Context: an optimization exercise on an open-source flow, tuned for small area. The choices shown serve that exercise and are no tape-out recipe.
Where RTL was checked, it was by simulation tests only, not by an equivalence proof against the original.
The RTL of runs 1 and 4 to 6 was laid out without a check of its function.
No run shown here takes its clock network from TritonCTS; it comes from the design's own scripts or RTL.
The clock port is modelled as an ideal driver, which makes a skipped or thinned clock tree look cheaper than it is; a real chip needs a root buffer or a tree.
No activity file was given, so power comes from the tool's default toggle rates.

==> flow/config.mk <==
export PLATFORM = sky130hd
export DESIGN_NAME = top_time_clock
export DESIGN_NICKNAME = top_time_clock
export VERILOG_FILES = /design/flow/design.v
export SDC_FILE = /design/flow/constraint.sdc
export NUM_CORES = 4
export LEC_CHECK = 0
export CAP_MARGIN = 20
export CORE_MARGIN = 2
export CORE_UTILIZATION = 40
export SLEW_MARGIN = 20
==> flow/constraint.sdc <==
create_clock -name core_clock -period 12.0 [get_ports {i_clk}]
set_input_delay 2.4000 -clock core_clock [delete_from_list [all_inputs] [get_ports {i_clk}]]
set_output_delay 2.4000 -clock core_clock [all_outputs]
set_load 0.01 [all_outputs]
==> flow/design.v <==
`timescale 1ns / 1ps
module top_time_clock(
    input i_clk, i_reset, i_mode, i_onOff,
    input i_inc_hour, i_inc_min, i_clr_sec,
    output [7:0] o_font,
    output [3:0] o_digit
    );
    reg [2:0] r_q; reg r_t;         
    reg [2:0] r_s;                  
    reg [6:0] r_m;                  
    reg [3:0] r_ct;                 
    reg [5:0] r_sec, r_min;
    reg [4:0] r_hour;
    wire w = r_q[2] & ~r_q[1];
    wire tick = w & ~r_t;
    wire m99 = r_m[6] & r_m[5] & r_m[1] & r_m[0];
    wire ct9 = r_ct[3] & r_ct[0];
    wire s59 = r_sec[5] & r_sec[4] & r_sec[3] & r_sec[1] & r_sec[0];
    wire m59 = r_min[5] & r_min[4] & r_min[3] & r_min[1] & r_min[0];
    wire h23 = r_hour[4] & r_hour[2] & r_hour[1] & r_hour[0];
    wire ct_inc = tick & m99;
    wire s_inc = ct_inc & ct9;
    wire m_carry = s_inc & s59;
    wire m_inc = i_inc_min | m_carry;
    wire h_inc = i_inc_hour | (m_carry & m59);
    always @(posedge i_clk or posedge i_reset) begin
        if (i_reset) begin
            r_q <= 0; r_t <= 0; r_s <= 0; r_m <= 0; r_ct <= 0;
            r_sec <= 0; r_min <= 0; r_hour <= 0;
        end else begin
            r_q <= {r_q[1:0], ~(r_q[1] | r_q[2])};
            if (w) r_t <= ~r_t;
            if (tick) r_s <= r_s + 3'd1;
            if (i_clr_sec) begin
                r_m <= 0; r_ct <= 0; r_sec <= 0;
            end else begin
                if (tick) r_m <= m99 ? 7'd0 : r_m + 7'd1;
                if (ct_inc) r_ct <= ct9 ? 4'd0 : r_ct + 4'd1;
                if (s_inc) r_sec <= s59 ? 6'd0 : r_sec + 6'd1;
            end
            if (m_inc) r_min <= m59 ? 6'd0 : r_min + 6'd1;
            if (h_inc) r_hour <= h23 ? 5'd0 : r_hour + 5'd1;
        end
    end
    assign o_digit = ~(4'b0001 << r_s[1:0]);
    reg [6:0] x;
    always @(*) begin
        case ({i_mode, r_s[1]})
            2'b00: x = {1'b0, r_min};
            2'b01: x = {2'b0, r_hour};
            2'b10: x = r_m;
            default: x = {1'b0, r_sec};
        endcase
    end
    function [3:0] a3; input [3:0] v; a3 = (v >= 4'd5) ? v + 4'd3 : v; endfunction
    wire [3:0] dd_a = a3({1'b0, x[6:4]});
    wire [3:0] dd_b = a3({dd_a[2:0], x[3]});
    wire [3:0] dd_c = a3({dd_b[2:0], x[2]});
    wire [3:0] dd_d = a3({dd_c[2:0], x[1]});
    wire [3:0] ones = {dd_d[2:0], x[0]};
    wire [3:0] tens = {dd_a[3], dd_b[3], dd_c[3], dd_d[3]};
    wire hund = i_mode & ~r_s[1];
    wire [3:0] digit = (hund & r_s[0]) ? r_ct : ((r_s[0] | hund) ? tens : ones);
    reg [6:0] seg;
    always @(*) begin
        case (digit)
            4'd0: seg = 7'h40;
            4'd1: seg = 7'h79;
            4'd2: seg = 7'h24;
            4'd3: seg = 7'h30;
            4'd4: seg = 7'h19;
            4'd5: seg = 7'h12;
            4'd6: seg = 7'h02;
            4'd7: seg = 7'h78;
            4'd8: seg = 7'h00;
            default: seg = 7'h10;
        endcase
    end
    wire blank = i_onOff | r_s[2];
    assign o_font[6:0] = blank ? 7'h7f : seg;
    assign o_font[7] = ~(~i_onOff & (r_s == 3'd6) & (r_ct[3] | (r_ct[2] & (r_ct[1] | r_ct[0]))));
endmodule
==> flow/flow/run.sh <==
#!/bin/bash
# Own layout flow: the standard synthesis (standard.sh synth), then an area-oriented
# re-mapping of the combinational logic only (every register instance kept with its name
# and cell type), then the standard ORFS steps from floorplan to finish, with buf_1 port
# buffers and a small clock tree. Each tool writes its own log in this folder.
set -euo pipefail
source flow/params.sh
WORK=$PWD
RES=$WORK/orfs/results/$FLOW_PLATFORM/top_time_clock/base
export REMAP_LIB=$FLOW_HOME/platforms/$FLOW_PLATFORM/lib/sky130_fd_sc_hd__tt_025C_1v80.lib
export FLOW_TOP

bash standard.sh synth > 1_synth_standard.log 2>&1
cp $RES/1_2_yosys.v $WORK/synth_standard.v

for s in flow/abc_*.script; do
  n=$(basename $s .script)
  ( export REMAP_IN=$WORK/synth_standard.v REMAP_OUT=$WORK/remap_$n.v REMAP_SCRIPT=$WORK/$s
    timeout 900 yosys -c flow/remap.tcl > remap_$n.log 2>&1 || true ) &
  while (( $(jobs -r | wc -l) >= ${NUM_CORES:-4} )); do sleep 1; done
done
wait
best=""; best_area=""
for s in flow/abc_*.script; do
  n=$(basename $s .script)
  f=$WORK/remap_$n.v
  [[ -f $f.stat && -f $f ]] || continue
  a=$(awk '/Chip area/ {print $NF}' $f.stat)
  echo "$n $a" >> remap_areas.log
  if [[ -z "$best" ]] || awk "BEGIN{exit !($a < $best_area)}"; then best=$f; best_area=$a; fi
done
echo "best: $best $best_area" >> remap_areas.log
if [[ -n "$best" ]]; then
  cp $best $RES/1_2_yosys.v
  touch $RES/1_2_yosys.v
fi

bash standard.sh finish \
  "BUFFER_PORTS_ARGS=-buffer_cell sky130_fd_sc_hd__buf_1" \
  "CTS_ARGS=$CTS_ARGS" \
  "PRE_CTS_TCL=$PRE_CTS_TCL" \
  > 2_finish_standard.log 2>&1
==> flow/flow/abc_j1.script <==
strash
&get -n
&deepsyn -J 400 -T 240 -S 11
&put
dch -f
amap -m
==> flow/flow/abc_j10.script <==
strash
&get -n
&deepsyn -J 400 -T 240 -S 110
&put
dch -f
amap -m
==> flow/flow/abc_j11.script <==
strash
&get -n
&deepsyn -J 400 -T 240 -S 121
&put
dch -f
amap -m
==> flow/flow/abc_j12.script <==
strash
&get -n
&deepsyn -J 400 -T 240 -S 132
&put
dch -f
amap -m
==> flow/flow/abc_j2.script <==
strash
&get -n
&deepsyn -J 400 -T 240 -S 22
&put
dch -f
amap -m
==> flow/flow/abc_j3.script <==
strash
&get -n
&deepsyn -J 400 -T 240 -S 33
&put
dch -f
amap -m
==> flow/flow/abc_j4.script <==
strash
&get -n
&deepsyn -J 400 -T 240 -S 44
&put
dch -f
amap -m
==> flow/flow/abc_j5.script <==
strash
&get -n
&deepsyn -J 400 -T 240 -S 55
&put
dch -f
amap -m
==> flow/flow/abc_j6.script <==
strash
&get -n
&deepsyn -J 400 -T 240 -S 66
&put
dch -f
amap -m
==> flow/flow/abc_j7.script <==
strash
&get -n
&deepsyn -J 400 -T 240 -S 77
&put
dch -f
amap -m
==> flow/flow/abc_j8.script <==
strash
&get -n
&deepsyn -J 400 -T 240 -S 88
&put
dch -f
amap -m
==> flow/flow/abc_j9.script <==
strash
&get -n
&deepsyn -J 400 -T 240 -S 99
&put
dch -f
amap -m
==> flow/flow/cts_single.tcl <==
# PRE_CTS hook: build the clock tree by hand and skip TritonCTS. The register clock pins
# are split into CLOCK_BUF_COUNT groups by x position; each group gets one clock buffer
# at its centre, and every buffer is driven straight from the clock port (one level of
# buffers, so all registers see the same clock arrival).
set block [ord::get_db_block]
set db [ord::get_db]
set master [$db findMaster $::env(CLOCK_BUF_CELL)]
set nbuf $::env(CLOCK_BUF_COUNT)
set clknet [[$block findBTerm $::env(CLOCK_PORT_NAME)] getNet]
set sinks {}
foreach it [$clknet getITerms] {
  set loc [[$it getInst] getLocation]
  lappend sinks [list [lindex $loc 0] [lindex $loc 1] $it]
}
set sinks [lsort -integer -index 0 $sinks]
set n [llength $sinks]
for {set b 0} {$b < $nbuf} {incr b} {
  set lo [expr {($b * $n) / $nbuf}]
  set hi [expr {(($b + 1) * $n) / $nbuf - 1}]
  set net [odb::dbNet_create $block clknet_$b]
  $net setSigType CLOCK
  set inst [odb::dbInst_create $block $master clkbuf_$b]
  set sx 0; set sy 0; set k 0
  foreach s [lrange $sinks $lo $hi] {
    lassign $s x y it
    set sx [expr {$sx + $x}]; set sy [expr {$sy + $y}]; incr k
    $it disconnect
    $it connect $net
  }
  [$inst findITerm A] connect $clknet
  [$inst findITerm X] connect $net
  $inst setLocation [expr {$sx / $k}] [expr {$sy / $k}]
  $inst setPlacementStatus PLACED
  puts "clock buffer clkbuf_$b ($::env(CLOCK_BUF_CELL)) drives $k clock pins"
}
rename clock_tree_synthesis orig_clock_tree_synthesis
proc clock_tree_synthesis { args } { puts "clock_tree_synthesis skipped: clock buffers built by hand" }
==> flow/flow/params.sh <==
CTS_ARGS="-sink_clustering_enable -repair_clock_nets -buf_list sky130_fd_sc_hd__clkbuf_4 -dont_use_dummy_load"
# one hand-made clock buffer instead of TritonCTS (empty PRE_CTS_TCL keeps TritonCTS)
PRE_CTS_TCL=$PWD/flow/cts_single.tcl
export CLOCK_BUF_CELL=sky130_fd_sc_hd__clkbuf_8
export CLOCK_BUF_COUNT=2
export CLOCK_PORT_NAME=i_clk
==> flow/flow/remap.tcl <==
# Re-map the combinational logic of the standard synthesis netlist for area.
# Registers are kept as they are (instances, names and cell types).
yosys -import
set lib $::env(REMAP_LIB)
set du {}
foreach c {*probe* *lpflow* *clkdly* *dlygate* *dlymetal* *_16 *_12 *clkbuf* *clkinv* *bufbuf* *bufinv*} {
  lappend du -dont_use $c
}
read_liberty -ignore_miss_func $lib
read_verilog $::env(REMAP_IN)
hierarchy -top $::env(FLOW_TOP)
setattr -mod -set keep_hierarchy 1 sky130_fd_sc_hd__df*
flatten
setattr -mod -set blackbox 1 sky130_fd_sc_hd__df*
hierarchy -top $::env(FLOW_TOP)
yosys rename -hide w:*.*
opt_clean -purge
abc -liberty $lib {*}$du -script $::env(REMAP_SCRIPT)
opt_clean -purge
splitnets
opt_clean -purge
hilomap -singleton -hicell sky130_fd_sc_hd__conb_1 HI -locell sky130_fd_sc_hd__conb_1 LO
insbuf -buf sky130_fd_sc_hd__buf_1 A X
opt_clean -purge
tee -o $::env(REMAP_OUT).stat stat -liberty $lib
write_verilog -noattr -noexpr -nohex -nodec $::env(REMAP_OUT)
==> flow/standard.sh <==
#!/bin/bash
# synth_recipe.tcl (not shown) runs the flow's synth.tcl, then flattens the netlist and writes it again
# the make line also repeats each setting of config.mk as NAME=value (left out here)
make -C /OpenROAD-flow-scripts/flow DESIGN_CONFIG=/design/flow/config.mk WORK_HOME=/design/flow/orfs CLKGATE_MAP_FILE= SYNTH_SCRIPT=/design/flow/synth_recipe.tcl "${@:-finish}"
==> metrics.yaml, run 1 <==
status: "finished clean"
grt_pass1_vias: 1537
tightest_slew_ns: 0.430
drive_above_1_share_pct: 1.15
hp-class: "reg2reg"
nNetsFinal: 269
critPathArrivalTime_ns: 5.88
grt_max_degree: 36
critical_path_class: "in2out"
finalCritPeriodShare_pct: 69.0
max_freq_ghz: 0.121
die_height_um: 72.1
power_density_mw_per_mm2: 129
whs_ns: 0.360
post-place-ws_ns: 3.78
setup_tns_ns: 0
ant_nets: 0
start_kind: "primary input"
die-area_mm2: 0.00520
vias_per_cell: 5.20
required_ns: 9.60
fin_crit_ns: 8.28
area_growth_pct: 9.03
start_util_pct: 42.1
crit_path_end_kind: "primary output"
max-slew-margin-rel_pct: 71.0
synth_fp_nets: 246
grt_setup_unrepaired: "false"
hold_path_depth: 0
port_buffers: 18
core_mm2: 0.00441
first_iter_violations: 69
setup_viol_count_final: 0
cts_hold_buf: 0
rr_startpoint: "r_q[1]$_DFF_PP0_"
vias: 1621
cp_max_fo: 5
diodes: 0
min_to: "r_q[1]$_DFF_PP0_"
io_pins: 19
num_rows: 24
grt_use_total_pct: 16.1
grt_overflow: 0
drc: 0
hold_viol: 0
worstHoldStart: "r_q[0]$_DFF_PP0_"
antenna_found_initial: 0
leakage_nw: 0.875
gp_congestion: 0.854
ys_warn_count: 1
drt-total-wl_um: 3960
insertion_delay_ns: 0.18
drv_slew: 0
synth_area_mm2: 0.00186
fin_ws_ns: 3.72
die_x_um: 72.1
finClkSkew_ns: 0.0239
irDropWorstVdd_mv: 0.0837
hpwl_um: 3120
reg2reg_depth: 15
wl_per_cell_um: 12.7
maxCapViolations: 0
drtPass1Iterations: 4
cts_setup_buffers: 0
synth.avg_cell_area_um2: 7.77
clk_pin_slew_ns: 0.10
cts_resized: 0
grt_pass1_wl_um: 6900
r2r_setup_slack_ns: 8.62
rr_endpoint: "r_hour[4]$_DFFE_PP0P_"
synthCells: 239
## worst max-delay path, cell delays in order
cell,delay [ns]
buf_1,0.13
inv_1,0.07
nor2_1,0.25
inv_1,0.13
o22a_1,0.18
o221ai_1,0.09
inv_1,0.09
nor2_1,0.17
inv_1,0.08
nor2_1,0.11
nand2_1,0.06
o21ai_0,0.09
o21ai_0,0.14
nor2_1,0.13
a21oi_1,0.06
inv_1,0.08
o21ai_0,0.08
a222oi_1,0.34
inv_1,0.15
a22oi_1,0.18
nor3_1,0.08
o22ai_1,0.24
nor2_1,0.10
nor2_1,0.17
a31o_1,0.16
buf_1,0.15
## worst max path at each step
stage	start	to	cells past startpoint
floorplan	i_mode	o_font[1]	23
global placement	i_mode	o_font[1]	26
detailed placement	i_mode	o_font[1]	25
CTS	i_mode	o_font[1]	25
global route	i_mode	o_font[1]	26
finish	i_mode	o_font[1]	26
## placed cells by master, fill, tap and decap left out, types with 5 or more instances in the layout
cell	count
nor3_1	9
buf_1	18
a211oi_1	8
o22ai_1	5
nand2_1	21
dfrtp_1	35
inv_1	34
nor2_1	59
o21ai_0	17
and2_0	5
a21oi_1	17
## registers in the layout (all words and copies together), names as in the netlist
register and count:
r_m 7, r_min 6, r_sec 6, r_hour 5, r_ct 4, r_q 3, r_s 3, r_t 1
## power by group
part | internal [mW] | switching, mW
registers | 0.133 | 0.0122
clock network | 0.0156 | 0.0310
logic | 0.0256 | 0.0425
total | 0.174 | 0.0857
## layout make-up
class,instances,area [µm²]
plain buffers,2,27.5
fillers,469,2390
inverters,34,128
multi-input cells,170,853
flip-flops and latches,35,876
well taps,52,65.1
repair buffers,19,75.1
## per-layer routing
metal,vias up,global-route usage [%],wire (µm)
li1,861,-,-
met1,734,23.4,2020
met3,3,1.25,138
met2,23,27.1,1760
met5,-,0,0
met4,0,2.10,36
## metrics by stage
| stage | utilization (%) | power [mW] | std cells | instance area [µm²] |
|---|---|---|---|---|
| after detailed placement | 45.2 | 0.216 | 310 | 2000 |
| final | 45.9 | 0.260 | 312 | 2020 |
| after global placement | 45.2 | 0.215 | 310 | 2000 |
| after global routing | 45.9 | 0.283 | 312 | 2020 |
| after floorplan | - | 0.199 | 239 | 1860 |
| after CTS | 45.9 | 0.249 | 312 | 2020 |
==> run 2, diff against run 1 <==
--- a/flow/design.v
+++ b/flow/design.v
@@ -9,4 +9,4 @@
     reg [2:0] r_s;                  
-    reg [6:0] r_m;                  
-    reg [3:0] r_ct;                 
+    reg [3:0] r_u;                  
+    reg [3:0] r_cu, r_ct;           
     reg [5:0] r_sec, r_min;
@@ -15,3 +15,4 @@
     wire tick = w & ~r_t;
-    wire m99 = r_m[6] & r_m[5] & r_m[1] & r_m[0];
+    wire u9 = r_u[3] & r_u[0];
+    wire cu9 = r_cu[3] & r_cu[0];
     wire ct9 = r_ct[3] & r_ct[0];
@@ -20,3 +21,4 @@
     wire h23 = r_hour[4] & r_hour[2] & r_hour[1] & r_hour[0];
-    wire ct_inc = tick & m99;
+    wire cu_inc = tick & u9;
+    wire ct_inc = cu_inc & cu9;
     wire s_inc = ct_inc & ct9;
@@ -27,3 +29,3 @@
         if (i_reset) begin
-            r_q <= 0; r_t <= 0; r_s <= 0; r_m <= 0; r_ct <= 0;
+            r_q <= 0; r_t <= 0; r_s <= 0; r_u <= 0; r_cu <= 0; r_ct <= 0;
             r_sec <= 0; r_min <= 0; r_hour <= 0;
@@ -34,5 +36,6 @@
             if (i_clr_sec) begin
-                r_m <= 0; r_ct <= 0; r_sec <= 0;
+                r_u <= 0; r_cu <= 0; r_ct <= 0; r_sec <= 0;
             end else begin
-                if (tick) r_m <= m99 ? 7'd0 : r_m + 7'd1;
+                if (tick) r_u <= u9 ? 4'd0 : r_u + 4'd1;
+                if (cu_inc) r_cu <= cu9 ? 4'd0 : r_cu + 4'd1;
                 if (ct_inc) r_ct <= ct9 ? 4'd0 : r_ct + 4'd1;
@@ -45,9 +48,8 @@
     assign o_digit = ~(4'b0001 << r_s[1:0]);
-    reg [6:0] x;
+    reg [5:0] x;
     always @(*) begin
         case ({i_mode, r_s[1]})
-            2'b00: x = {1'b0, r_min};
-            2'b01: x = {2'b0, r_hour};
-            2'b10: x = r_m;
-            default: x = {1'b0, r_sec};
+            2'b00: x = r_min;
+            2'b01: x = {1'b0, r_hour};
+            default: x = r_sec;
         endcase
@@ -55,10 +57,8 @@
     function [3:0] a3; input [3:0] v; a3 = (v >= 4'd5) ? v + 4'd3 : v; endfunction
-    wire [3:0] dd_a = a3({1'b0, x[6:4]});
-    wire [3:0] dd_b = a3({dd_a[2:0], x[3]});
-    wire [3:0] dd_c = a3({dd_b[2:0], x[2]});
-    wire [3:0] dd_d = a3({dd_c[2:0], x[1]});
-    wire [3:0] ones = {dd_d[2:0], x[0]};
-    wire [3:0] tens = {dd_a[3], dd_b[3], dd_c[3], dd_d[3]};
-    wire hund = i_mode & ~r_s[1];
-    wire [3:0] digit = (hund & r_s[0]) ? r_ct : ((r_s[0] | hund) ? tens : ones);
+    wire [3:0] dd_a = a3({1'b0, x[5:3]});
+    wire [3:0] dd_b = a3({dd_a[2:0], x[2]});
+    wire [3:0] dd_c = a3({dd_b[2:0], x[1]});
+    wire [3:0] ones = {dd_c[2:0], x[0]};
+    wire [3:0] tens = {1'b0, dd_a[3], dd_b[3], dd_c[3]};
+    wire [3:0] digit = (i_mode & ~r_s[1]) ? (r_s[0] ? r_ct : r_cu) : (r_s[0] ? tens : ones);
     reg [6:0] seg;
==> run 2 against run 1 <==
  * Wire length is 6.5% lower
  * Flip-flop and latch count is 1 higher
  * Core utilization is 0.49 points lower
  * Hold slack hardly changed
  * Clock power hardly changed
  * Sequential power is 5% higher
  * Critical path depth is 9 lower
  * Die area is 1.8% lower
  * Fmax is 4.5% higher
  * Area after synthesis is 1.9% lower
  * Highest routed layer unchanged
==> metrics.yaml, run 2 <==
status: "finished clean"
wl_per_cell_um: 12.5
synth.avg_cell_area_um2: 8.17
num_rows: 24
cp_max_fo: 9
leakage_nw: 0.848
max-slew-margin-rel_pct: 54.1
layout_common_cells: "56 x nor2_1, 36 x dfrtp_1, 25 x inv_1, 21 x nand2_1, 18 x buf_1"
drtPass1Iterations: 4
vias: 1558
ant_nets: 0
grt_use_total_pct: 14.4
final_common_cell: "nor2_1"
hp-class: "reg2reg"
n_fill_cell: 438
multi_input_area_um2: 827
insertion_delay_ns: 0.17
core_mm2: 0.00438
synthCells: 223
synth_fp_nets: 230
clk_pin_slew_ns: 0.10
port_buffers: 18
dp.cells: 294
die_height_um: 71.5
drive_above_1_share_pct: 1.23
tightest_slew_ns: 0.688
setup_tns_ns: 0
seq_area_um2: 901
drv_slew: 0
cts_resized: 0
power_uw: 292
start_kind: "primary input"
grt_overflow: 0
grt_max_degree: 37
crit_path_end_kind: "primary output"
fin_crit_ns: 7.93
drc: 0
diodes: 0
required_ns: 9.60
die_x_um: 71.5
first_iter_violations: 116
ys_warn_count: 1
antenna_found_initial: 0
reg_top3: "r_min x6, r_sec x6, r_hour x5"
dpl-instance-area_mm2: 0.00196
die-area_mm2: 0.00511
instances_no_fill: 296
irDropWorstVdd_mv: 0.0855
io_pins: 19
r2r_setup_slack_ns: 8.80
stdcell_area_mm2: 0.00199
grt_pass1_wl_um: 6130
gp_congestion: 0.816
drt-total-wl_um: 3700
synth_area_mm2: 0.00182
start_util_pct: 41.6
finClkSkew_ns: 0.0126
setup_viol_count_final: 0
hpwl_um: 2900
power_density_mw_per_mm2: 147
vias_per_cell: 5.26
maxCapViolations: 0
area_growth_pct: 9.20
hold_viol: 0
grt_pass1_vias: 1310
grt_setup_unrepaired: "false"
cts_setup_buffers: 0
max_freq_ghz: 0.126
finalCritPeriodShare_pct: 66.1
critPathArrivalTime_ns: 5.53
nNetsFinal: 253
critical_path_class: "in2out"
cts_hold_buf: 0
fin_util_pct: 45.4
[run 2: cell count changes in the layout (fill, tap and decap cells not counted), sizes merged, moves of 4 or more]
cell,before,now
a21oi,17,11
inv,34,25
o22ai,5,0
o21a,3,7
[run 2: cell type report]
type                    count  area share (%)
flip-flops and latches     36            45.3
multi-input cells         162            41.6
inverters                  25            4.72
repair buffers             19            3.77
well taps                  52            3.27
plain buffers               2            1.38
[run 2: metrics by stage]
stage               setup slack (ns)  hold WS (ns)
global route                    3.71         0.383
global placement                4.28         0.335
CTS                             4.10         0.339
floorplan                       4.65         0.331
detailed placement              4.10         0.342
finish                          4.07         0.360
[run 2: where the power goes]
group | leakage [nW] | internal, mW | total (mW) | switching, mW
logic | 0.379 | 0.0367 | 0.0930 | 0.0563
registers | 0.455 | 0.137 | 0.152 | 0.0152
clock network | 0.0144 | 0.0156 | 0.0469 | 0.0313
total | 0.848 | 0.189 | 0.292 | 0.103
[run 2: per-layer routing]
layer	part of all wire, %	track usage [%]	wire length [µm]
met5	0	0	0
met2	45	24.0	1650
met4	0.76	1.05	28
met3	3.5	0.563	130
met1	51	22.1	1890
[run 2: path summary, 6_finish.rpt]
check	start	endpoint	cells after the start
worst min-delay path	r_q[0]$_DFF_PP0_	r_q[1]$_DFF_PP0_	0
worst min register to register	r_q[0]$_DFF_PP0_	r_q[1]$_DFF_PP0_	0
min in group asynchronous	i_reset	r_hour[4]$_DFFE_PP0P_	3
worst max register to register	r_q[1]$_DFF_PP0_	r_hour[3]$_DFFE_PP0P_	16
max in group asynchronous	i_reset	r_t$_DFFE_PP0P_	3
worst max-delay path	i_mode	o_font[0]	17
[run 2: critical path: stages]
cell,delay (ns)
buf_1,0.26
nor2_1,0.14
a222oi_1,0.41
nand2_1,0.18
o21ai_0,0.17
nor2_1,0.07
o21ai_0,0.18
nor2b_1,0.21
a221oi_1,0.09
nor4_1,0.46
a21oi_1,0.17
inv_1,0.09
nand2_1,0.06
o21ai_0,0.21
o21a_1,0.17
o21a_1,0.11
buf_1,0.14
==> run 3, diff against run 2 <==
==> flow/flow/abc_k1.script (new file) <==
strash
&get -n
&deepsyn -J 400 -T 240 -S 5
&put
dch -f
map -a
removed: flow/flow/abc_j10.script
removed: flow/flow/abc_j11.script
removed: flow/flow/abc_j12.script
removed: flow/flow/abc_j9.script
==> run 3 against run 2 <==
  * Core utilization unchanged
  * Sequential power is essentially flat
  * Final area unchanged
  * Clock power barely moved
  * Global-route usage stayed put
  * Fmax stayed put
  * Clock skew is the same
  * Power stayed put
  * Final cell count did not move
  * Synthesized cell count stayed put
  * Wire length unchanged
  * Critical path type unchanged
  * Largest cell class unchanged
  * Largest power group unchanged
==> metrics.yaml, run 3 <==
fin_crit_ns: 7.93
synth_area_mm2: 0.00182
n_fill_cell: 438
fin_util_pct: 45.4
synth_fp_nets: 230
seq_area_um2: 901
io_pins: 19
finalCritPeriodShare_pct: 66.1
max_freq_ghz: 0.126
die_height_um: 71.5
internal_power_uw: 189
maxCapViolations: 0
status: "finished clean"
hold_viol: 0
setup_tns_ns: 0
power_density_mw_per_mm2: 147
wl_per_cell_um: 12.5
vias: 1558
critPathArrivalTime_ns: 5.53
grt_pass1_vias: 1310
grt_overflow: 0
switching_share_pct: 35.2
grt_pass1_wl_um: 6130
vias_per_cell: 5.26
layout_common_cells: "56 x nor2_1, 36 x dfrtp_1, 25 x inv_1, 21 x nand2_1, 18 x buf_1"
whs_ns: 0.360
required_ns: 9.60
start_util_pct: 41.6
critical_path_class: "in2out"
area_growth_pct: 9.20
p_clk_share_pct: 16.1
multi_input_area_um2: 827
diodes: 0
max-slew-margin-rel_pct: 54.1
die_x_um: 71.5
grt_setup_unrepaired: "false"
drtPass1Iterations: 4
grt_max_degree: 37
ant_nets: 0
post-place-ws_ns: 4.10
drive_above_1_share_pct: 1.23
grt_use_total_pct: 14.4
irDropWorstVdd_mv: 0.0855
num_rows: 24
start_kind: "primary input"
first_iter_violations: 116
fin_ws_ns: 4.07
die-area_mm2: 0.00511
synthCells: 223
p_comb_share_pct: 31.9
dpl-instance-area_mm2: 0.00196
nNetsFinal: 253
crit_path_end_kind: "primary output"
ys_warn_count: 1
hp-class: "reg2reg"
core_mm2: 0.00438
cts_hold_buf: 0
clk_pin_slew_ns: 0.10
leakage_nw: 0.848
antenna_found_initial: 0
port_buffers: 18
finClkSkew_ns: 0.0126
insertion_delay_ns: 0.17
cp_max_fo: 9
drc: 0
stdcell_area_mm2: 0.00199
reg_top3: "r_min x6, r_sec x6, r_hour x5"
p_seq_share_pct: 52.1
power.switching_uw: 103
final_common_cell: "nor2_1"
gp_congestion: 0.816
tightest_slew_ns: 0.688
cts_setup_buffers: 0
setup_viol_count_final: 0
drt-total-wl_um: 3700
synth.avg_cell_area_um2: 8.17
hpwl_um: 2900
cts_resized: 0
drv_slew: 0
run 3: cell counts in the layout (fill, tap and decap cells not counted):
No cell type changed its count.
run 3: per-stage QoR:
| step | std cells | total power, mW |
|---|---|---|
| 3_5_place_dp | 294 | 0.246 |
| 5_1_grt | 296 | 0.317 |
| 2_1_floorplan | 223 | 0.225 |
| 6_report | 296 | 0.292 |
| 4_1_cts | 296 | 0.280 |
| 3_3_place_gp | 294 | 0.246 |
run 3: cell type report:
class / count / share of cell area [%]
Buffer: 2 / 1.38
Inverter: 25 / 4.72
Multi-Input combinational cell: 162 / 41.6
Sequential cell: 36 / 45.3
Tap cell: 52 / 3.27
Timing Repair Buffer: 19 / 3.77
run 3: metal layers:
metal	share of wire, %	GRT usage, %	vias to the layer above	wire length (µm)
met5	0	0	-	0
li1	-	-	808	-
met1	51	22.1	709	1890
met3	3.5	0.563	3	130
met2	45	24.0	38	1650
met4	0.76	1.05	0	28
run 3: path summary, 6_finish.rpt:
check	cells after the start	to	from	slack (ns)
worst max-delay path	17	o_font[0]	i_mode	4.07
worst min-delay path	0	r_q[1]$_DFF_PP0_	r_q[0]$_DFF_PP0_	0.36
worst max register to register	16	r_hour[3]$_DFFE_PP0P_	r_q[1]$_DFF_PP0_	8.80
worst min register to register	0	r_q[1]$_DFF_PP0_	r_q[0]$_DFF_PP0_	0.36
max in group asynchronous	3	r_t$_DFFE_PP0P_	i_reset	9.40
min in group asynchronous	3	r_hour[4]$_DFFE_PP0P_	i_reset	2.28
run 3: worst max-delay path: stages:
cell	delay [ns]
buf_1	0.26
nor2_1	0.14
a222oi_1	0.41
nand2_1	0.18
o21ai_0	0.17
nor2_1	0.07
o21ai_0	0.18
nor2b_1	0.21
a221oi_1	0.09
nor4_1	0.46
a21oi_1	0.17
inv_1	0.09
nand2_1	0.06
o21ai_0	0.21
o21a_1	0.17
o21a_1	0.11
buf_1	0.14
run 3: power groups by stage:
stage | Combinational, mW | Sequential (mW) | Clock, mW
after floorplan | 0.0759 | 0.149 | 0
after detailed placement | 0.0922 | 0.154 | 0
after global routing | 0.107 | 0.154 | 0.0549
after CTS | 0.0927 | 0.154 | 0.0334
final | 0.0930 | 0.152 | 0.0469
after global placement | 0.0919 | 0.155 | 0
==> run 4, diff against run 3 <==
--- a/flow/design.v
+++ b/flow/design.v
@@ -9,3 +9,3 @@
     reg [2:0] r_s;                  
-    reg [3:0] r_u;                  
+    reg [2:0] r_uq; reg r_ut;       
     reg [3:0] r_cu, r_ct;           
@@ -15,3 +15,4 @@
     wire tick = w & ~r_t;
-    wire u9 = r_u[3] & r_u[0];
+    wire u4 = r_uq[2] & ~r_uq[1];
+    wire u9 = u4 & r_ut;
     wire cu9 = r_cu[3] & r_cu[0];
@@ -29,3 +30,3 @@
         if (i_reset) begin
-            r_q <= 0; r_t <= 0; r_s <= 0; r_u <= 0; r_cu <= 0; r_ct <= 0;
+            r_q <= 0; r_t <= 0; r_s <= 0; r_uq <= 0; r_ut <= 0; r_cu <= 0; r_ct <= 0;
             r_sec <= 0; r_min <= 0; r_hour <= 0;
@@ -36,5 +37,8 @@
             if (i_clr_sec) begin
-                r_u <= 0; r_cu <= 0; r_ct <= 0; r_sec <= 0;
+                r_uq <= 0; r_ut <= 0; r_cu <= 0; r_ct <= 0; r_sec <= 0;
             end else begin
-                if (tick) r_u <= u9 ? 4'd0 : r_u + 4'd1;
+                if (tick) begin
+                    r_uq <= {r_uq[1:0], ~(r_uq[1] | r_uq[2])};
+                    if (u4) r_ut <= ~r_ut;
+                end
                 if (cu_inc) r_cu <= cu9 ? 4'd0 : r_cu + 4'd1;
==> flow/flow/abc_j10.script (new file) <==
strash
&get -n
&deepsyn -J 400 -T 240 -S 110
&put
dch -f
amap -m
==> flow/flow/abc_j11.script (new file) <==
strash
&get -n
&deepsyn -J 400 -T 240 -S 121
&put
dch -f
amap -m
==> flow/flow/abc_j12.script (new file) <==
strash
&get -n
&deepsyn -J 400 -T 240 -S 132
&put
dch -f
amap -m
==> flow/flow/abc_j9.script (new file) <==
strash
&get -n
&deepsyn -J 400 -T 240 -S 99
&put
dch -f
amap -m
removed: flow/flow/abc_k1.script
==> run 4 against run 3 <==
  * Clock power decreased by 3%
  * Via count decreased by 0.26%
  * Largest power group unchanged
  * Core utilization increased by 0.086 points
  * First-iteration DRC count increased by 47%
  * Hold slack improved by 0.0031 ns
  * Critical endpoint is now o_font[6]
  * Still clean
  * Fmax decreased by 3.2%
  * Setup slack got worse by 0.26 ns
  * Power decreased by 4.9%
  * Area after synthesis increased by 0.21%
==> metrics.yaml, run 4 <==
status: "finished clean"
power_density_mw_per_mm2: 139
drc: 0
setup_tns_ns: 0
crit_path_end: "o_font[6]"
critical_path_cell_count: 18
rr_endpoint: "r_hour[4]$_DFFE_PP0P_"
critical_path_class: "in2out"
die-area_mm2: 0.00512
grt_setup_unrepaired: "false"
drtPass1Iterations: 4
nNetsFinal: 253
start_util_pct: 41.6
final_common_cell: "nor2_1"
vias_per_cell: 5.25
layout_common_cells: "50 x nor2_1, 36 x dfrtp_1, 32 x inv_1, 20 x nand2_1, 18 x buf_1"
clk_pin_slew_ns: 0.10
synth_area_mm2: 0.00183
cp_slowest_cell: "a222oi_1"
critPathBufInv: 4
max_freq_ghz: 0.122
fin_crit_ns: 8.19
crit_family: "compound AO/OA/AOI/OAI gates"
insertion_delay_ns: 0.17
r2r_setup_slack_ns: 8.25
grt_pass1_vias: 1550
tightest_slew_ns: 0.625
required_ns: 9.60
hold_viol: 0
cts_resized: 0
cts_setup_buffers: 0
crit_start: "i_mode"
core_mm2: 0.00438
ys_warn_count: 1
vias: 1554
gr-usage-met3_pct: 1.97
area_growth_pct: 9.18
antenna_found_initial: 0
port_buffers: 18
max-slew-margin-rel_pct: 57.9
hp-class: "reg2reg"
drt-total-wl_um: 3880
grt_overflow: 0
gp_congestion: 0.800
rr_startpoint: "r_q[1]$_DFF_PP0_"
busiest_layer: "met2"
reg2reg_depth: 17
irDropWorstVdd_mv: 0.0930
leakage_nw: 0.868
grt_pass1_wl_um: 6870
cp_max_fo: 6
reg_top3: "r_min x6, r_sec x6, r_hour x5"
drive_above_1_share_pct: 1.23
diodes: 0
whs_ns: 0.363
die_height_um: 71.6
grt_use_total_pct: 16.2
ant_nets: 0
maxCapViolations: 0
io_pins: 19
crit_path_end_kind: "primary output"
num_rows: 24
grt_use_met1_pct: 22.4
finClkSkew_ns: 0.0149
n_fill_cell: 449
grt_max_degree: 37
cts_hold_buf: 0
wl_per_cell_um: 13.1
hpwl_um: 3030
die_x_um: 71.6
start_kind: "primary input"
critPathArrivalTime_ns: 5.79
synth_fp_nets: 230
setup_viol_count_final: 0
drv_slew: 0
synth.avg_cell_area_um2: 8.19
first_iter_violations: 171
critical-path-max-stage-delay_ns: 0.52
finalCritPeriodShare_pct: 68.2
synthCells: 223
met2_usage_pct: 28.4
worstPathCellList: "buf_1, nor2_1, a222oi_1, nand2_1, o21ai_0, inv_1, a31oi_1, a21oi_1, a311oi_1, nand2_1, nor2_1, inv_1, and3_1, nor3_1, o21a_1, a21o_1, o21a_1, buf_1"
run 4: power by group:
part	switching (mW)	total, mW	internal, mW
logic	0.0479	0.0801	0.0322
registers	0.0153	0.152	0.137
clock network	0.0301	0.0457	0.0156
run 4: layout make-up:
type	instances	area, µm²	area share [%]
flip-flops and latches	36	901	45.2
multi-input cells	155	805	40.4
inverters	32	120	6.03
repair buffers	19	75.1	3.77
well taps	52	65.1	3.26
plain buffers	2	27.5	1.38
run 4: worst min path at each step:
stage,from,to,slack [ns],depth (start not counted)
after CTS,r_q[0]$_DFF_PP0_,r_q[1]$_DFF_PP0_,0.34,0
after floorplan,r_q[0]$_DFF_PP0_,r_q[1]$_DFF_PP0_,0.33,0
after global placement,r_q[0]$_DFF_PP0_,r_q[1]$_DFF_PP0_,0.33,0
after detailed placement,r_q[0]$_DFF_PP0_,r_q[1]$_DFF_PP0_,0.34,0
final,r_q[0]$_DFF_PP0_,r_q[1]$_DFF_PP0_,0.36,0
after global routing,r_q[0]$_DFF_PP0_,r_q[1]$_DFF_PP0_,0.38,0
run 4: layer usage:
| layer | routed length (µm) | share of wire (%) |
|---|---|---|
| met1 | 1840 | 47 |
| met2 | 1800 | 46 |
| met3 | 219 | 5.6 |
| met4 | 29 | 0.75 |
| met5 | 0 | 0 |
run 4: metrics by stage:
step           util [%]  setup slack, ns  power (mW)  instance area, µm²  std cells
6_report           45.5             3.81       0.278                1990        296
5_1_grt            45.5             3.39       0.301                1990        296
4_1_cts            45.5             3.85       0.268                1990        296
3_5_place_dp       44.8             3.89       0.234                1970        294
3_3_place_gp       44.8             4.02       0.233                1970        294
2_1_floorplan         -             4.49       0.215                1830        223
==> run 5, diff against run 4 <==
--- a/flow/design.v
+++ b/flow/design.v
@@ -28,2 +28,8 @@
     wire h_inc = i_inc_hour | (m_carry & m59);
+    function [3:0] inc9; input [3:0] b;
+        inc9 = {(b[3] & ~b[0]) | (b[2] & b[1] & b[0]),
+                b[2] ^ (b[1] & b[0]),
+                (b[1] ^ b[0]) & ~b[3],
+                ~b[0]};
+    endfunction
     always @(posedge i_clk or posedge i_reset) begin
@@ -43,4 +49,4 @@
                 end
-                if (cu_inc) r_cu <= cu9 ? 4'd0 : r_cu + 4'd1;
-                if (ct_inc) r_ct <= ct9 ? 4'd0 : r_ct + 4'd1;
+                if (cu_inc) r_cu <= inc9(r_cu);
+                if (ct_inc) r_ct <= inc9(r_ct);
                 if (s_inc) r_sec <= s59 ? 6'd0 : r_sec + 6'd1;
@@ -60,3 +66,8 @@
     end
-    function [3:0] a3; input [3:0] v; a3 = (v >= 4'd5) ? v + 4'd3 : v; endfunction
+    function [3:0] a3; input [3:0] v;
+        a3 = {v[3] | (v[2] & (v[1] | v[0])),
+              (v[2] & ~v[1] & ~v[0]) | (v[3] & v[0]),
+              (~v[2] & v[1]) | (v[2] & v[1] & v[0]) | (v[3] & ~v[0]),
+              (~v[3] & ~v[2] & v[0]) | (v[2] & v[1] & ~v[0]) | (v[3] & ~v[0])};
+    endfunction
     wire [3:0] dd_a = a3({1'b0, x[5:3]});
==> run 5 against run 4 <==
  * Wire length down 0.33%
  * Hold slack better by 0.0052 ns
  * Clock skew down 0.0023 ns
  * Sequential power about the same
  * Clock power up 5.0%
  * Core utilization up 0.20 points
  * Synthesized cell count up 1.8%
  * Die area up 0.45%
  * Global-route usage down 0.39 points
  * Register-to-register slack worse by 0.20 ns
  * Via count up 1.3%
  * Sequential share of layout area down 0.20 points
  * Highest routed layer unchanged
==> metrics.yaml, run 5 <==
hold_viol: 0
rr_startpoint: "r_q[1]$_DFF_PP0_"
drt-total-wl_um: 3870
crit_path_end_kind: "primary output"
drive_above_1_share_pct: 1.21
wl_per_cell_um: 12.9
die-area_mm2: 0.00514
fin_crit_ns: 7.58
drv_slew: 0
power_uw: 290
grt_max_degree: 37
cp_max_fo: 7
grt_overflow: 0
grt_pass1_vias: 1463
synth_area_mm2: 0.00183
cts_resized: 0
critical_path_class: "in2out"
vias_per_cell: 5.25
hpwl_um: 2960
first_iter_violations: 120
port_buffers: 18
grt_use_total_pct: 15.8
start_util_pct: 41.8
irDropWorstVdd_mv: 0.0701
crit_start: "i_mode"
layout_common_cells: "56 x nor2_1, 36 x dfrtp_1, 33 x inv_1, 23 x nand2_1, 18 x buf_1"
cts_hold_buf: 0
area_growth_pct: 9.14
whs_ns: 0.368
vias: 1574
drtPass1Iterations: 4
power_density_mw_per_mm2: 145
num_rows: 24
drc: 0
setup_tns_ns: 0
worstHoldStart: "r_q[0]$_DFF_PP0_"
nNetsFinal: 257
ys_warn_count: 1
hp-class: "reg2reg"
maxCapViolations: 0
diodes: 0
die_height_um: 71.7
final_common_cell: "nor2_1"
gp_congestion: 0.829
finClkSkew_ns: 0.0126
insertion_delay_ns: 0.17
tightest_slew_ns: 0.617
antenna_found_initial: 0
status: "finished clean"
synthCells: 227
synth_fp_nets: 234
start_kind: "primary input"
die_x_um: 71.7
dp.cells: 298
synth.avg_cell_area_um2: 8.08
max-slew-margin-rel_pct: 58.3
io_pins: 19
ant_nets: 0
max_freq_ghz: 0.132
finalCritPeriodShare_pct: 63.2
instances_no_fill: 300
critPathArrivalTime_ns: 5.18
grt_pass1_wl_um: 6750
reg_top3: "r_min x6, r_sec x6, r_hour x5"
cts_setup_buffers: 0
fin_util_pct: 45.7
core_mm2: 0.00438
grt_setup_unrepaired: "false"
required_ns: 9.60
clk_pin_slew_ns: 0.11
setup_viol_count_final: 0
leakage_nw: 0.879
-- run 5: area by class of cell --
| class | instances | area (µm²) |
|---|---|---|
| Sequential cell | 36 | 901 |
| Multi-Input combinational cell | 158 | 810 |
| Tap cell | 52 | 65.1 |
| Fill cell | 431 | 2380 |
| Inverter | 33 | 124 |
| Buffer | 2 | 27.5 |
| Timing Repair Buffer | 19 | 75.1 |
-- run 5: stage by stage --
step / instance area, µm² / setup WS [ns]
2_1_floorplan: 1830 / 5.00
3_3_place_gp: 1970 / 4.56
3_5_place_dp: 1970 / 4.45
4_1_cts: 2000 / 4.43
5_1_grt: 2000 / 3.97
6_report: 2000 / 4.42
-- run 5: metal layers --
layer  GRT usage, %  share of wire, %  vias to the layer above
li1               -                 -                      819
met1           22.9                50                      722
met2           26.9                45                       29
met3           1.13               4.1                        4
met4           1.89               1.1                        0
met5              0                 0                        -
-- run 5: final timing paths --
path | end | slack [ns] | depth (start not counted)
max in group asynchronous | r_sec[3]$_DFFE_PP0P_ | 9.39 | 3
setup reg to reg | r_min[4]$_DFFE_PP0P_ | 8.05 | 22
min in group asynchronous | r_ut$_DFFE_PP0P_ | 2.28 | 3
hold reg to reg | r_q[1]$_DFF_PP0_ | 0.37 | 0
hold / removal | r_q[1]$_DFF_PP0_ | 0.37 | 0
setup / recovery | o_font[3] | 4.42 | 15
-- run 5: where the power goes --
group	leakage (nW)	switching (mW)	total [mW]	internal (mW)
logic	0.410	0.0570	0.0915	0.0346
registers	0.454	0.0136	0.150	0.137
clock network	0.0144	0.0324	0.0480	0.0156
-- run 5: critical path: stages --
cell and delay [ns]:
buf_1 0.22, nor2_1 0.14, a222oi_1 0.53, nor2_1 0.12, inv_1 0.09, nor2_1 0.05
a31oi_1 0.22, o221a_1 0.23, nand2_1 0.07, o21ai_0 0.37, nor2_1 0.11, a21oi_1 0.19
o32ai_1 0.13, o21bai_1 0.18, buf_1 0.13
==> run 6, diff against run 5 <==
--- a/flow/design.v
+++ b/flow/design.v
@@ -9,3 +9,3 @@
     reg [2:0] r_s;                  
-    reg [2:0] r_uq; reg r_ut;       
+    reg [3:0] r_u;                  
     reg [3:0] r_cu, r_ct;           
@@ -15,4 +15,3 @@
     wire tick = w & ~r_t;
-    wire u4 = r_uq[2] & ~r_uq[1];
-    wire u9 = u4 & r_ut;
+    wire u9 = r_u[3] & r_u[0];
     wire cu9 = r_cu[3] & r_cu[0];
@@ -36,3 +35,3 @@
         if (i_reset) begin
-            r_q <= 0; r_t <= 0; r_s <= 0; r_uq <= 0; r_ut <= 0; r_cu <= 0; r_ct <= 0;
+            r_q <= 0; r_t <= 0; r_s <= 0; r_u <= 0; r_cu <= 0; r_ct <= 0;
             r_sec <= 0; r_min <= 0; r_hour <= 0;
@@ -43,8 +42,5 @@
             if (i_clr_sec) begin
-                r_uq <= 0; r_ut <= 0; r_cu <= 0; r_ct <= 0; r_sec <= 0;
+                r_u <= 0; r_cu <= 0; r_ct <= 0; r_sec <= 0;
             end else begin
-                if (tick) begin
-                    r_uq <= {r_uq[1:0], ~(r_uq[1] | r_uq[2])};
-                    if (u4) r_ut <= ~r_ut;
-                end
+                if (tick) r_u <= inc9(r_u);
                 if (cu_inc) r_cu <= inc9(r_cu);
==> run 6 against run 5 <==
  * Clock power fell by 3%
  * Die area is 0.78% higher
  * Power rose by 0.81%
  * Largest cell class unchanged
==> metrics.yaml, run 6 <==
dp.cells: 295
hpwl_um: 3010
multi_input_area_um2: 828
critical_path_class: "in2out"
status: "finished clean"
grt_overflow: 0
seq_area_um2: 901
tightest_slew_ns: 0.716
clk_pin_slew_ns: 0.10
io_pins: 19
gp_congestion: 0.902
irDropWorstVdd_mv: 0.0770
hold_viol: 0
instances_no_fill: 297
cp_max_fo: 8
die_x_um: 72.0
grt_pass1_vias: 1485
cts_setup_buffers: 0
drive_above_1_share_pct: 1.22
num_rows: 24
leakage_nw: 0.824
antenna_found_initial: 0
power_uw: 292
ant_nets: 0
fin_ws_ns: 3.93
synth_area_mm2: 0.00185
n_fill_cell: 460
diodes: 0
drt-total-wl_um: 3830
fin_util_pct: 45.7
synthCells: 224
stdcell_area_mm2: 0.00202
layout_common_cells: "50 x nor2_1, 36 x dfrtp_1, 32 x inv_1, 22 x nand2_1, 18 x buf_1"
critPathArrivalTime_ns: 5.67
grt_setup_unrepaired: "false"
start_kind: "primary input"
hp-class: "reg2reg"
synth_fp_nets: 231
first_iter_violations: 99
wl_per_cell_um: 12.9
core_mm2: 0.00441
port_buffers: 18
drv_slew: 0
insertion_delay_ns: 0.17
max-slew-margin-rel_pct: 52.3
reg_top3: "r_min x6, r_sec x6, r_hour x5"
maxCapViolations: 0
drc: 0
fin_crit_ns: 8.07
drtPass1Iterations: 6
max_freq_ghz: 0.124
area_growth_pct: 9.07
final_common_cell: "nor2_1"
nNetsFinal: 254
cts_hold_buf: 0
post-place-ws_ns: 3.98
ys_warn_count: 1
crit_path_end_kind: "primary output"
grt_use_total_pct: 16.1
start_util_pct: 41.9
vias_per_cell: 5.25
grt_pass1_wl_um: 6940
die_height_um: 72.0
whs_ns: 0.363
power_density_mw_per_mm2: 145
synth.avg_cell_area_um2: 8.26
setup_tns_ns: 0
required_ns: 9.60
vias: 1560
cts_resized: 0
finClkSkew_ns: 0.0140
grt_max_degree: 37
finalCritPeriodShare_pct: 67.2
die-area_mm2: 0.00518
dpl-instance-area_mm2: 0.00199
setup_viol_count_final: 0
[run 6: area by class of cell]
cell class | instances | area share, %
plain buffers | 2 | 1.36
inverters | 32 | 5.96
multi-input cells | 156 | 41.1
flip-flops and latches | 36 | 44.7
well taps | 52 | 3.23
repair buffers | 19 | 3.72
[run 6: power breakdown]
part	internal, mW	switching (mW)
combinational	0.0370	0.0587
clock	0.0156	0.0312
sequential	0.137	0.0130
[run 6: worst paths after layout]
kind | start | endpoint | slack [ns] | cells after the start
max | i_mode | o_font[1] | 3.93 | 15
min | r_q[0]$_DFF_PP0_ | r_q[1]$_DFF_PP0_ | 0.36 | 0
max reg2reg | r_q[1]$_DFF_PP0_ | r_min[5]$_DFFE_PP0P_ | 8.29 | 18
min reg2reg | r_q[0]$_DFF_PP0_ | r_q[1]$_DFF_PP0_ | 0.36 | 0
max in group asynchronous | i_reset | r_u[3]$_DFFE_PP0P_ | 9.40 | 3
min in group asynchronous | i_reset | r_s[1]$_DFFE_PP0P_ | 2.28 | 3
[run 6: critical path, stage by stage]
cell	delay, ns
buf_1	0.24
nor2_1	0.16
a222oi_1	0.52
nand2_1	0.18
o21ai_0	0.31
o21ai_0	0.18
nor2b_1	0.16
inv_1	0.06
or2_0	0.19
a311oi_1	0.42
nor4_1	0.15
nor3_1	0.27
nor2b_1	0.12
o21ai_0	0.14
buf_1	0.16
[run 6: routing by layer]
layer  GRT usage (%)  up-vias  part of all wire [%]
met2            25.7       25                    43
li1                -      829                     -
met5               0        -                     0
met3           0.972        4                   3.3
met4            1.47        0                   1.3
met1            25.1      702                    53
==> run 7, diff against run 6 <==
--- a/flow/design.v
+++ b/flow/design.v
@@ -27,8 +27,2 @@
     wire h_inc = i_inc_hour | (m_carry & m59);
-    function [3:0] inc9; input [3:0] b;
-        inc9 = {(b[3] & ~b[0]) | (b[2] & b[1] & b[0]),
-                b[2] ^ (b[1] & b[0]),
-                (b[1] ^ b[0]) & ~b[3],
-                ~b[0]};
-    endfunction
     always @(posedge i_clk or posedge i_reset) begin
@@ -44,5 +38,5 @@
             end else begin
-                if (tick) r_u <= inc9(r_u);
-                if (cu_inc) r_cu <= inc9(r_cu);
-                if (ct_inc) r_ct <= inc9(r_ct);
+                if (tick) r_u <= u9 ? 4'd0 : r_u + 4'd1;
+                if (cu_inc) r_cu <= cu9 ? 4'd0 : r_cu + 4'd1;
+                if (ct_inc) r_ct <= ct9 ? 4'd0 : r_ct + 4'd1;
                 if (s_inc) r_sec <= s59 ? 6'd0 : r_sec + 6'd1;
@@ -62,8 +56,3 @@
     end
-    function [3:0] a3; input [3:0] v;
-        a3 = {v[3] | (v[2] & (v[1] | v[0])),
-              (v[2] & ~v[1] & ~v[0]) | (v[3] & v[0]),
-              (~v[2] & v[1]) | (v[2] & v[1] & v[0]) | (v[3] & ~v[0]),
-              (~v[3] & ~v[2] & v[0]) | (v[2] & v[1] & ~v[0]) | (v[3] & ~v[0])};
-    endfunction
+    function [3:0] a3; input [3:0] v; a3 = (v >= 4'd5) ? v + 4'd3 : v; endfunction
     wire [3:0] dd_a = a3({1'b0, x[5:3]});
--- a/flow/flow/run.sh
+++ b/flow/flow/run.sh
@@ -15,17 +15,21 @@
 
-for s in flow/abc_*.script; do
-  n=$(basename $s .script)
-  ( export REMAP_IN=$WORK/synth_standard.v REMAP_OUT=$WORK/remap_$n.v REMAP_SCRIPT=$WORK/$s
-    timeout 900 yosys -c flow/remap.tcl > remap_$n.log 2>&1 || true ) &
-  while (( $(jobs -r | wc -l) >= ${NUM_CORES:-4} )); do sleep 1; done
-done
-wait
 best=""; best_area=""
-for s in flow/abc_*.script; do
-  n=$(basename $s .script)
-  f=$WORK/remap_$n.v
-  [[ -f $f.stat && -f $f ]] || continue
-  a=$(awk '/Chip area/ {print $NF}' $f.stat)
-  echo "$n $a" >> remap_areas.log
-  if [[ -z "$best" ]] || awk "BEGIN{exit !($a < $best_area)}"; then best=$f; best_area=$a; fi
+input=$WORK/synth_standard.v
+for round in 1 2; do
+  for s in flow/abc_*.script; do
+    n=r${round}_$(basename $s .script)
+    ( export REMAP_IN=$input REMAP_OUT=$WORK/remap_$n.v REMAP_SCRIPT=$WORK/$s
+      timeout 900 yosys -c flow/remap.tcl > remap_$n.log 2>&1 || true ) &
+    while (( $(jobs -r | wc -l) >= ${NUM_CORES:-4} )); do sleep 1; done
+  done
+  wait
+  for s in flow/abc_*.script; do
+    n=r${round}_$(basename $s .script)
+    f=$WORK/remap_$n.v
+    [[ -f $f.stat && -f $f ]] || continue
+    a=$(awk '/Chip area/ {print $NF}' $f.stat)
+    echo "$n $a" >> remap_areas.log
+    if [[ -z "$best" ]] || awk "BEGIN{exit !($a < $best_area)}"; then best=$f; best_area=$a; fi
+  done
+  [[ -n "$best" ]] && input=$best
 done
==> run 7 against run 6 <==
  * Largest cell class unchanged
  * Fmax is 1.6% lower
  * Synthesized cell count is the same
  * Die area shrank 1.7%
  * Area after synthesis down 1.8%
  * Final area shrank 1.7%
  * Highest routed layer unchanged
  * Critical endpoint is now o_font[0]
  * Flip-flop and latch count did not move
  * Final cell count did not move
==> metrics.yaml, run 7 <==
instances_no_fill: 297
setup_viol_count_final: 0
reg_top3: "r_min x6, r_sec x6, r_hour x5"
ant_nets: 0
drtPass1Iterations: 5
drt-total-wl_um: 3730
synth_area_mm2: 0.00182
hp-class: "reg2reg"
required_ns: 9.60
wl_per_cell_um: 12.5
clk_pin_slew_ns: 0.10
hpwl_um: 2850
n_fill_cell: 427
nNetsFinal: 254
status: "finished clean"
drive_above_1_share_pct: 1.22
crit_path_end_kind: "primary output"
worstHoldStart: "r_q[0]$_DFF_PP0_"
final_common_cell: "nor2_1"
synth.avg_cell_area_um2: 8.10
hold_viol: 0
drv_slew: 0
grt_use_total_pct: 15.2
critical_path_class: "in2out"
tightest_slew_ns: 0.807
irDropWorstVdd_mv: 0.0955
grt_setup_unrepaired: "false"
die-area_mm2: 0.00509
vias: 1529
critical-path-max-stage-delay_ns: 0.79
cp_slowest_cell: "a2111oi_0"
power_density_mw_per_mm2: 145
num_rows: 24
fin_crit_ns: 8.20
drc: 0
synthCells: 224
cts_hold_buf: 0
finClkSkew_ns: 0.0156
grt_max_degree: 37
max-slew-margin-rel_pct: 44.8
fin_util_pct: 45.5
antenna_found_initial: 0
synth_fp_nets: 231
fin_ws_ns: 3.80
min_to: "r_q[1]$_DFF_PP0_"
maxCapViolations: 0
insertion_delay_ns: 0.17
r2r_setup_slack_ns: 8.36
critPathArrivalTime_ns: 5.80
die_height_um: 71.4
diodes: 0
cp_max_fo: 8
start_kind: "primary input"
start_util_pct: 41.7
layout_common_cells: "51 x nor2_1, 36 x dfrtp_1, 27 x nand2_1, 26 x inv_1, 18 x buf_1"
rr_startpoint: "r_q[1]$_DFF_PP0_"
hold_path_depth: 0
grt_pass1_vias: 1375
stdcell_area_mm2: 0.00198
cts_resized: 0
worstPathCellList: "buf_1, nor2_1, a222oi_1, nand2_1, and2_0, nor3_1, o221ai_1, a2111oi_0, inv_1, o21ai_0, inv_1, nor2_1, nand2_1, nand2_1, o21ai_0, o21ai_0, buf_1"
ys_warn_count: 1
vias_per_cell: 5.15
io_pins: 19
power_uw: 287
dpl-instance-area_mm2: 0.00196
dp.cells: 295
finalCritPeriodShare_pct: 68.3
die_x_um: 71.4
reg2reg_depth: 18
post-place-ws_ns: 3.83
rr_endpoint: "r_hour[4]$_DFFE_PP0P_"
grt_pass1_wl_um: 6460
whs_ns: 0.360
max_freq_ghz: 0.122
leakage_nw: 0.859
first_iter_violations: 151
area_growth_pct: 9.23
port_buffers: 18
gp_congestion: 0.797
grt_overflow: 0
core_mm2: 0.00435
cts_setup_buffers: 0
setup_tns_ns: 0
[run 7: how the worst max path moves through the flow]
stage / slack [ns] / endpoint / startpoint
final: 3.80 / o_font[0] / i_mode
after global routing: 3.29 / o_font[0] / i_mode
after CTS: 3.85 / o_font[0] / i_mode
after detailed placement: 3.83 / o_font[0] / i_mode
after global placement: 3.95 / o_font[0] / i_mode
after floorplan: 4.53 / o_font[0] / i_mode
[run 7: final cells by class]
| cell class | instances | area [µm²] | area share [%] |
|---|---|---|---|
| plain buffers | 2 | 27.5 | 1.39 |
| inverters | 26 | 97.6 | 4.92 |
| multi-input cells | 162 | 817 | 41.2 |
| repair buffers | 19 | 75.1 | 3.79 |
| well taps | 52 | 65.1 | 3.28 |
| flip-flops and latches | 36 | 901 | 45.4 |
[run 7: power by group]
part / switching [mW] / leakage [nW] / internal (mW) / total [mW]
combinational: 0.0529 / 0.388 / 0.0329 / 0.0858
sequential: 0.0169 / 0.457 / 0.136 / 0.153
clock: 0.0320 / 0.0144 / 0.0156 / 0.0476
[run 7: routing by layer]
metal  GRT usage (%)  wire length (µm)  vias up
li1                -                 -      813
met1            22.9              1890      690
met2            25.7              1700       23
met3           0.703               107        3
met4            1.05                29        0
met5               0                 0        -
[run 7: worst max-delay path: cells and delay by family]
family,cells,cell delay [ns]
AOI/OAI and AO/OA,6,1.79
buffers and inverters,4,0.58
and+or+nand+nor,7,1.02
==> run 8, diff against run 7 <==
--- a/flow/flow/run.sh
+++ b/flow/flow/run.sh
@@ -17,3 +17,3 @@
 input=$WORK/synth_standard.v
-for round in 1 2; do
+for round in 1 2 3; do
   for s in flow/abc_*.script; do
==> flow/flow/abc_j13.script (new file) <==
strash
&get -n
&deepsyn -J 400 -T 240 -S 42
&put
dch -f
amap -m
==> flow/flow/abc_j14.script (new file) <==
strash
&get -n
&deepsyn -J 400 -T 240 -S 53
&put
dch -f
amap -m
==> flow/flow/abc_j15.script (new file) <==
strash
&get -n
&deepsyn -J 400 -T 240 -S 64
&put
dch -f
amap -m
==> flow/flow/abc_j16.script (new file) <==
strash
&get -n
&deepsyn -J 400 -T 240 -S 75
&put
dch -f
amap -m
==> run 8 against run 7 <==
  * Die area fell by 0.46%
  * Critical path depth rose by 1
  * Setup slack improved by 0.39 ns
  * Final area fell by 0.44%
  * Highest routed layer unchanged
  * Area after synthesis fell by 0.48%
  * Synthesized cell count fell by 1.8%
  * Power fell by 2.3%
  * Combinational power fell by 6.2%
  * Critical endpoint unchanged
  * Flip-flop and latch count did not move
  * Largest power group unchanged
  * Core utilization fell by 0.20 points
  * Hold slack improved by 0.0097 ns
==> metrics.yaml, run 8 <==
port_buffers: 18
cts_resized: 0
grt_max_degree: 37
diodes: 0
power_uw: 280
synth.avg_cell_area_um2: 8.21
required_ns: 9.60
nNetsFinal: 250
first_iter_violations: 106
stdcell_area_mm2: 0.00197
hp-class: "reg2reg"
tightest_slew_ns: 0.564
critPathArrivalTime_ns: 5.41
post-place-ws_ns: 4.20
cp_max_fo: 8
drc: 0
fin_util_pct: 45.3
num_rows: 24
hpwl_um: 2850
drtPass1Iterations: 4
status: "finished clean"
dpl-instance-area_mm2: 0.00195
vias_per_cell: 5.33
grt_pass1_wl_um: 6320
max_freq_ghz: 0.128
antenna_found_initial: 0
grt_use_total_pct: 14.9
drive_above_1_share_pct: 1.24
irDropWorstVdd_mv: 0.0801
start_util_pct: 41.5
die-area_mm2: 0.00507
setup_viol_count_final: 0
crit_path_end_kind: "primary output"
synthCells: 220
die_x_um: 71.2
cts_hold_buf: 0
io_pins: 19
cts_setup_buffers: 0
synth_fp_nets: 227
wl_per_cell_um: 12.6
die_height_um: 71.2
drt-total-wl_um: 3680
fin_crit_ns: 7.81
leakage_nw: 0.870
grt_setup_unrepaired: "false"
synth_area_mm2: 0.00181
max-slew-margin-rel_pct: 62.4
hold_viol: 0
insertion_delay_ns: 0.17
gp_congestion: 0.872
core_mm2: 0.00435
critical_path_class: "in2out"
maxCapViolations: 0
vias: 1561
setup_tns_ns: 0
clk_pin_slew_ns: 0.11
grt_pass1_vias: 1381
start_kind: "primary input"
area_growth_pct: 9.28
ant_nets: 0
finClkSkew_ns: 0.00855
layout_common_cells: "57 x nor2_1, 36 x dfrtp_1, 22 x nand2_1, 20 x inv_1, 18 x buf_1"
finalCritPeriodShare_pct: 65.1
reg_top3: "r_min x6, r_sec x6, r_hour x5"
grt_overflow: 0
final_common_cell: "nor2_1"
power_density_mw_per_mm2: 142
ys_warn_count: 1
fin_ws_ns: 4.19
drv_slew: 0
## run 8: report_power, final
| part | switching (mW) | internal [mW] |
|---|---|---|
| combinational | 0.0483 | 0.0321 |
| clock | 0.0315 | 0.0156 |
| sequential | 0.0157 | 0.137 |
| total | 0.0955 | 0.184 |
## run 8: worst paths after layout
| kind | slack [ns] | start | cells after the start | endpoint |
|---|---|---|---|---|
| setup / recovery | 4.19 | i_mode | 18 | o_font[0] |
| hold / removal | 0.37 | r_q[0]$_DFF_PP0_ | 0 | r_q[1]$_DFF_PP0_ |
| setup reg to reg | 8.77 | r_q[1]$_DFF_PP0_ | 17 | r_min[5]$_DFFE_PP0P_ |
| hold reg to reg | 0.37 | r_q[0]$_DFF_PP0_ | 0 | r_q[1]$_DFF_PP0_ |
| max in group asynchronous | 9.40 | i_reset | 3 | r_sec[4]$_DFFE_PP0P_ |
| min in group asynchronous | 2.29 | i_reset | 3 | r_cu[3]$_DFFE_PP0P_ |
## run 8: area by class of cell
cell class	instances	area [µm²]
Fill cell	431	2380
Tap cell	52	65.1
Multi-Input combinational cell	164	831
Timing Repair Buffer	19	75.1
Inverter	20	75.1
Buffer	2	27.5
Sequential cell	36	901
## run 8: through the flow
step                hold slack (ns)  instances
floorplan                     0.331        220
global placement              0.333        291
detailed placement            0.336        291
CTS                           0.346        293
global route                  0.384        293
finish                        0.370        293
## run 8: metal layers
metal	wire, µm	track usage (%)
met1	1840	22.8
met2	1640	24.2
met3	161	0.997
met4	35	1.26
met5	0	0
## run 8: critical path, stage by stage
cell,delay (ns)
buf_1,0.24
nor2_1,0.14
a222oi_1,0.42
inv_1,0.11
nand2_1,0.10
inv_1,0.05
nor2_1,0.08
nor2_1,0.06
o21ai_0,0.15
o221ai_1,0.13
a311oi_1,0.45
a21oi_1,0.15
inv_1,0.10
nand2_1,0.07
o21ai_0,0.23
o21a_1,0.18
a21boi_0,0.17
buf_1,0.17

-- re-timing with driven ports --
How much do the figures lean on ideal ports? The routed layouts below were timed once more, with nothing changed but the port constraints. Step 1 sets driving cells, clkbuf_16 on the clock port and buf_2 on the other inputs (assumed; they add their load-dependent delay and slew). Step 2, shift: input delay + t, output delay - t, t = (earliest + latest rising clock arrival at the registers) / 2. This alone moves slack from input paths to output paths. a / b / c = ideal ports / drivers / drivers and shift; a / b = the first two.
run	t (ns)	setup slack, ns	latest minus earliest clock arrival (ns)	slew at the worst register clock pin (ns)
run 1	0.200	3.720 / 3.687 / 3.687	0.024 / 0.024	0.12 / 0.12
run 2	0.199	4.073 / 4.040 / 4.040	0.013 / 0.012	0.12 / 0.12
run 3	0.199	4.073 / 4.040 / 4.040	0.013 / 0.012	0.12 / 0.12
run 4	0.196	3.812 / 3.789 / 3.789	0.015 / 0.015	0.12 / 0.12
run 5	0.202	4.422 / 4.400 / 4.400	0.013 / 0.013	0.12 / 0.12
run 6	0.197	3.931 / 3.898 / 3.898	0.014 / 0.014	0.12 / 0.12
run 7	0.198	3.798 / 3.768 / 3.768	0.015 / 0.016	0.12 / 0.12
run 8	0.203	4.192 / 4.166 / 4.166	0.009 / 0.009	0.11 / 0.11
After both steps setup and hold are still met in every run listed.
